This is an optimization exercise on Yosys and OpenROAD, whose aim is small area and a short achievable clock period, not a production implementation. At most, simulation tests tie the RTL to the original design; equivalence was not proved. No activity file was given, so power comes from the tool's default toggle rates.

// mult_man
module mult_man (
  input clk, input rstn, input data_rdy,
  input [16:0] mult1_signed, input [16:0] mult2_signed,
  output [31:0] res, output [33:0] res_signed, output res_rdy, output [32:0] res_final);
  wire v0 = data_rdy;
  wire w1;
  mult_nor2 u2 (.y(w1), .a(mult1_signed[1]), .b(mult1_signed[0]));
  wire w3;
  mult_nor2 u4 (.y(w3), .a(mult1_signed[3]), .b(mult1_signed[2]));
  wire w5;
  mult_nor2 u6 (.y(w5), .a(mult1_signed[5]), .b(mult1_signed[4]));
  wire w7;
  mult_nor2 u8 (.y(w7), .a(mult1_signed[7]), .b(mult1_signed[6]));
  wire w9;
  mult_nor2 u10 (.y(w9), .a(mult1_signed[9]), .b(mult1_signed[8]));
  wire w11;
  mult_nor2 u12 (.y(w11), .a(mult1_signed[11]), .b(mult1_signed[10]));
  wire w13;
  mult_nor2 u14 (.y(w13), .a(mult1_signed[13]), .b(mult1_signed[12]));
  wire w15;
  mult_nor2 u16 (.y(w15), .a(mult1_signed[15]), .b(mult1_signed[14]));
  wire w17;
  mult_orpn u18 (.y(w17), .a(mult1_signed[2]), .b(w1));
  wire w19;
  mult_nand2 u20 (.y(w19), .a(w3), .b(w1));
  wire w21;
  mult_orpn u22 (.y(w21), .a(mult1_signed[6]), .b(w5));
  wire w23;
  mult_nand2 u24 (.y(w23), .a(w7), .b(w5));
  wire w25;
  mult_orpn u26 (.y(w25), .a(mult1_signed[10]), .b(w9));
  wire w27;
  mult_nand2 u28 (.y(w27), .a(w11), .b(w9));
  wire w29;
  ...
export LEC_CHECK = 0
export CAP_MARGIN = 20
export CORE_MARGIN = 2
export CORE_UTILIZATION = 40
export CTS_BUF_LIST = sky130_fd_sc_hd__clkbuf_16
export CTS_CLUSTER_DIAMETER = 80
export CTS_CLUSTER_SIZE = 30
export SETUP_SLACK_MARGIN = 2.2
export SLEW_MARGIN = 20
export SYNTH_HIERARCHICAL = 1
export TNS_END_PERCENT = 0
create_clock -name core_clock -period 4.5 [get_ports {clk}]
standard.sh (not shown) runs the stock make flow with config.mk's settings and CLKGATE_MAP_FILE= SYNTH_SCRIPT=/design/flow/synth_recipe.tcl, a recipe that flattens the netlist after the stock synthesis.
==> flow/flow/run.sh <==
#!/bin/bash
# The standard layout (standard.sh) with two changes:
# - the port buffers that buffer_ports inserts are sky130_fd_sc_hd__buf_2 cells (resized later as
#   needed) instead of the delay cell buffer_ports picks by itself; every port still gets one;
# - ABC maps the design's small gate modules for a 1 fF load instead of 5 fF, so that it does
#   not pick x2/x4 drive strengths for single gates (the resizer upsizes where timing needs it).
set -euo pipefail
bash standard.sh 'BUFFER_PORTS_ARGS=-buffer_cell sky130_fd_sc_hd__buf_2' ABC_LOAD_IN_FF=1 finish > standard_flow.log 2>&1
Rerun with:
--- a/flow/config.mk
+++ b/flow/config.mk
@@ -11,3 +11 @@
-export CTS_BUF_LIST = sky130_fd_sc_hd__clkbuf_16
-export CTS_CLUSTER_DIAMETER = 80
-export CTS_CLUSTER_SIZE = 30
+export PLACE_DENSITY = 0.8
Clock power grows by 53%. Setup slack gains 0.030 ns. Non-clock buffer count came out lower by 8. Cell count rose by 0.65%. Register-to-register slack gains 0.03 ns. Cell area increases by 2.3%. Synthesized cell count stays the same. Power increases by 7.9%. Wire length is higher by 5.0%.
Function was not checked in any run of this note: the RTL went through the layout flow alone.

Another version of the RTL of mult_man (not shown whole).
Size: roughly 1,500 cells after synthesis, roughly 140 I/O pins.
clock: 4.5 ns
lec_check: 0
cap_margin: 20
core_margin: 2
core_utilization: 40
cts_buf_list: sky130_fd_sc_hd__clkbuf_16
cts_cluster_diameter: 80
cts_cluster_size: 30
setup_slack_margin: 2.6
slew_margin: 20
synth_hierarchical: 1
tns_end_percent: 0
Scripts as last shown in full above: flow/flow/run.sh
Rerun with:
- SETUP_SLACK_MARGIN: 2.6 -> 2.45
The changed run passed the timing, DRC and antenna checks.
Core utilization came out lower by 3.2 points.
Final cell count came out lower by 3.3%.
Area after synthesis is unchanged.
Cell area came out lower by 6.6%.
Combinational power came out lower by 8.4%.
Wire length came out lower by 6.3%.
Critical path depth came out lower by 1.
Worst hold slack gets better by 0.0052 ns.
Synthesized cell count does not change.
Power came out lower by 3.9%.
Rerun with:
- CTS_BUF_LIST: sky130_fd_sc_hd__clkbuf_16 -> not set
- CTS_CLUSTER_DIAMETER: 80 -> not set
- CTS_CLUSTER_SIZE: 30 -> not set
Effect:
- The changed run passed the timing, DRC and antenna checks
- utilization increases by 1.3 points
- worst setup slack is better by 0.014 ns
- final cell count climbs by 1.4%
- synthesized area is unchanged
- via count rises by 1.7%
- first-iteration DRC count climbs by 8.1%
- synthesized cell count is unchanged
Rerun with:
- CTS_BUF_LIST: not set -> sky130_fd_sc_hd__clkbuf_16
- CTS_CLUSTER_DIAMETER: not set -> 80
- CTS_CLUSTER_SIZE: not set -> 30
- SETUP_SLACK_MARGIN: 2.45 -> 2.5
Wire length falls by a few percent.
Non-clock buffer count grows by 4.
Worst setup slack gets better by 0.047 ns.
Clock power decreases by well over a third.

== build 84 ==
mult_man, a different RTL version from the one above (not shown whole).
Size: ~260 flip-flops, ~140 I/O pins, about 15000 µm² of cells after synthesis.
Design mult_man, start of the top module:
module mult_man (
  input clk, input rstn, input data_rdy,
  input [16:0] mult1_signed, input [16:0] mult2_signed,
  output [31:0] res, output [33:0] res_signed, output res_rdy, output [32:0] res_final);
  wire v0 = data_rdy;
  wire w1;
  mult_nor2 u2 (.y(w1), .a(mult1_signed[1]), .b(mult1_signed[0]));
  wire w3;
  mult_nor2 u4 (.y(w3), .a(mult1_signed[3]), .b(mult1_signed[2]));
  wire w5;
  mult_nor2 u6 (.y(w5), .a(mult1_signed[5]), .b(mult1_signed[4]));
  wire w7;
  mult_nor2 u8 (.y(w7), .a(mult1_signed[7]), .b(mult1_signed[6]));
  wire w9;
  mult_nor2 u10 (.y(w9), .a(mult1_signed[9]), .b(mult1_signed[8]));
  wire w11;
  mult_nor2 u12 (.y(w11), .a(mult1_signed[11]), .b(mult1_signed[10]));
  wire w13;
  mult_nor2 u14 (.y(w13), .a(mult1_signed[13]), .b(mult1_signed[12]));
  wire w15;
  mult_nor2 u16 (.y(w15), .a(mult1_signed[15]), .b(mult1_signed[14]));
  wire w17;
  mult_orpn u18 (.y(w17), .a(mult1_signed[2]), .b(w1));
  wire w19;
  mult_nand2 u20 (.y(w19), .a(w3), .b(w1));
  wire w21;
  mult_orpn u22 (.y(w21), .a(mult1_signed[6]), .b(w5));
  wire w23;
  mult_nand2 u24 (.y(w23), .a(w7), .b(w5));
  wire w25;
  mult_orpn u26 (.y(w25), .a(mult1_signed[10]), .b(w9));
  wire w27;
  mult_nand2 u28 (.y(w27), .a(w11), .b(w9));
  wire w29;
  mult_orpn u30 (.y(w29), .a(mult1_signed[14]), .b(w13));
  wire w31;
  mult_nand2 u32 (.y(w31), .a(w15), .b(w13));
  wire w33;
  mult_nor2 u34 (.y(w33), .a(mult1_signed[4]), .b(w19));
  wire w35;
  mult_orpn u36 (.y(w35), .a(w19), .b(w5));
  wire w37;
  mult_nor2 u38 (.y(w37), .a(w21), .b(w19));
  wire w39;
  ...
Settings: LEC_CHECK=0, ABC_CLOCK_PERIOD_IN_PS=2000, CAP_MARGIN=20, CORE_MARGIN=2, CORE_UTILIZATION=40, SETUP_SLACK_MARGIN=2.3, SLEW_MARGIN=20, SYNTH_HIERARCHICAL=1, TNS_END_PERCENT=0; clock period 4.5 ns.
==> flow/flow/run.sh <==
#!/bin/bash
# The standard layout (standard.sh), with one change: the port buffers that buffer_ports
# inserts are sky130_fd_sc_hd__buf_2 cells (later resized as needed) instead of the delay cell
# buffer_ports picks by itself. Every input and output port still gets its buffer.
set -euo pipefail
bash standard.sh 'BUFFER_PORTS_ARGS=-buffer_cell sky130_fd_sc_hd__buf_2' finish > standard_flow.log 2>&1
diff inputs: build 84 => build 86
- GPL_TIMING_DRIVEN now 1, previously not set
- SETUP_SLACK_MARGIN now 2.4, was 2.3
==> flow/run.sh (new file) <==
#!/bin/bash
# synth_recipe.tcl (not shown) runs the flow's synth.tcl, then flattens the netlist and writes it again
# the make line also repeats each setting of config.mk as NAME=value (left out here)
make -C /OpenROAD-flow-scripts/flow DESIGN_CONFIG=/design/flow/config.mk WORK_HOME=/design/flow/orfs CLKGATE_MAP_FILE= SYNTH_SCRIPT=/design/flow/synth_recipe.tcl finish
removed: flow/flow/run.sh
removed: flow/standard.sh
Relative to build 84, combinational cell fraction of total power increased by 1.2 points in build 86. Side by side, fraction of final layout cells sized beyond drive strength 1 turned out lower in build 86 than in build 84. [diff] net switching power of the design, build 86 relative to build 84: improvement. Comparing signed area change from the synthesized netlist to the final layout for build 84 and build 86, the bigger number came from build 86. Going from build 84 to build 86, global routing usage on met3 shrinks by 0.41 points. Total length of routed met3 wires (build 84 / build 86): 1.18. In terms of worst hold slack, build 84 and build 86 differ only marginally. Re maximum buffer depth of the clock tree: no difference whatsoever between build 86 and build 84.
Changes in build 20 relative to build 86:
- CTS_CLUSTER_DIAMETER now 60, previously not set
- GPL_TIMING_DRIVEN no longer set, was 1
- CTS_CLUSTER_SIZE now 30, previously not set
Notes after the runs:
Across build 86 and build 20, the outcome is the same: a clean finish for every run.
Compared with build 86, in build 20 via count of the first global-routing pass has decreased; setup slack now sits lower; first-pass GRT wire length shows a reduction of about 1%; layout buffer count excluding clock buffers lost 2; count of clock-buffer cells in the layout went down 21.
Of the two candidates, build 86 has the worse final area and build 20 the better one.
Summary of build 20 over build 86: clock-pin slew on the worst setup and hold paths went up, routed wire length now sits lower, worst hold slack picked up an extra 0.010 ns, share of the final layout cell area in sequential cells shows an increase of 0.42 points.
### build 20 -> build 71
- CTS_CLUSTER_DIAMETER removed (was 60)
- CTS_CLUSTER_SIZE removed (was 30)
- CORE_UTILIZATION changed from 40 to 60
- PLACE_DENSITY newly set to 0.75
==> comparison <==
- Compared build 20 against build 71; number of flops mapped to enable cells by yosys within noise.
- Build 20 → build 71: clock network area share rose 0.89 points, worst relative slew slack fell 12 points, power density relative to cell area rose about 3.3%, total global-route track usage rose 7.1 points, average vias per placed instance rose about 11%.
- Maximum number of buffers from clock root to sink of build 20 is on par with build 71.
- Compared with build 20, build 71 shows tap cell instance count that has gone down by more than a quarter.
- Diff build 20 -> build 71 | placed standard-cell area | decrease of 1.2%
- Re post-route non-filler standard cell count: build 71 is 172 down on build 20.
- Of the two values seen for capturing element of the worst setup path, p2_c21_2 was produced by build 71 and p2_c18_3 by build 20.
No functional check of the RTL was part of any run of this note.

what the ideal ports hide:
No port has a modelled driver above. Below, the same layouts with a new extraction and two added sets of constraints.
Step 1 assumes that a clkbuf_16 drives the clock port and a buf_2 every other input.
Step 2 adds t to the input delays and takes it off the output delays; t is the mean of the earliest and latest rising clock arrival at the registers after step 1. Input paths then give back, and output paths get back, about the clock's delay inside the block.
a / b / c = no drivers / after step 1 / after step 2; a / b = the first two.
run | t (ns) | slack for setup (ns) | latest minus earliest clock arrival (ns) | worst data-port slew with drivers (ns)
the first run of note 1 | 0.545 | 2.195 / 2.195 / 2.195 | 0.032 / 0.032 | 0.03
the second run of note 1 | 0.573 | 2.224 / 2.224 / 2.224 | 0.030 / 0.030 | 0.04
the first run of note 2 | 0.528 | 2.499 / 2.499 / 2.290 | 0.022 / 0.023 | 0.05
the second run of note 2 | 0.556 | 2.424 / 2.424 / 2.120 | 0.027 / 0.027 | 0.05
the third run of note 2 | 0.596 | 2.438 / 2.438 / 2.108 | 0.025 / 0.024 | 0.05
the fourth run of note 2 | 0.545 | 2.485 / 2.485 / 2.175 | 0.024 / 0.024 | 0.05
build 84 | 0.598 | 2.254 / 2.254 / 2.254 | 0.016 / 0.016 | 0.04
build 86 | 0.583 | 2.198 / 2.161 / 1.965 | 0.015 / 0.015 | 0.04
build 20 | 0.566 | 2.178 / 2.153 / 1.960 | 0.027 / 0.028 | 0.04
build 71 | 0.573 | 2.159 / 2.150 / 1.990 | 0.009 / 0.009 | 0.03
After both steps every run listed still meets setup and hold. For the third run of note 2, which loses most, drivers alone change the setup slack by 0.000 ns; drivers and shift together by -0.330 ns.
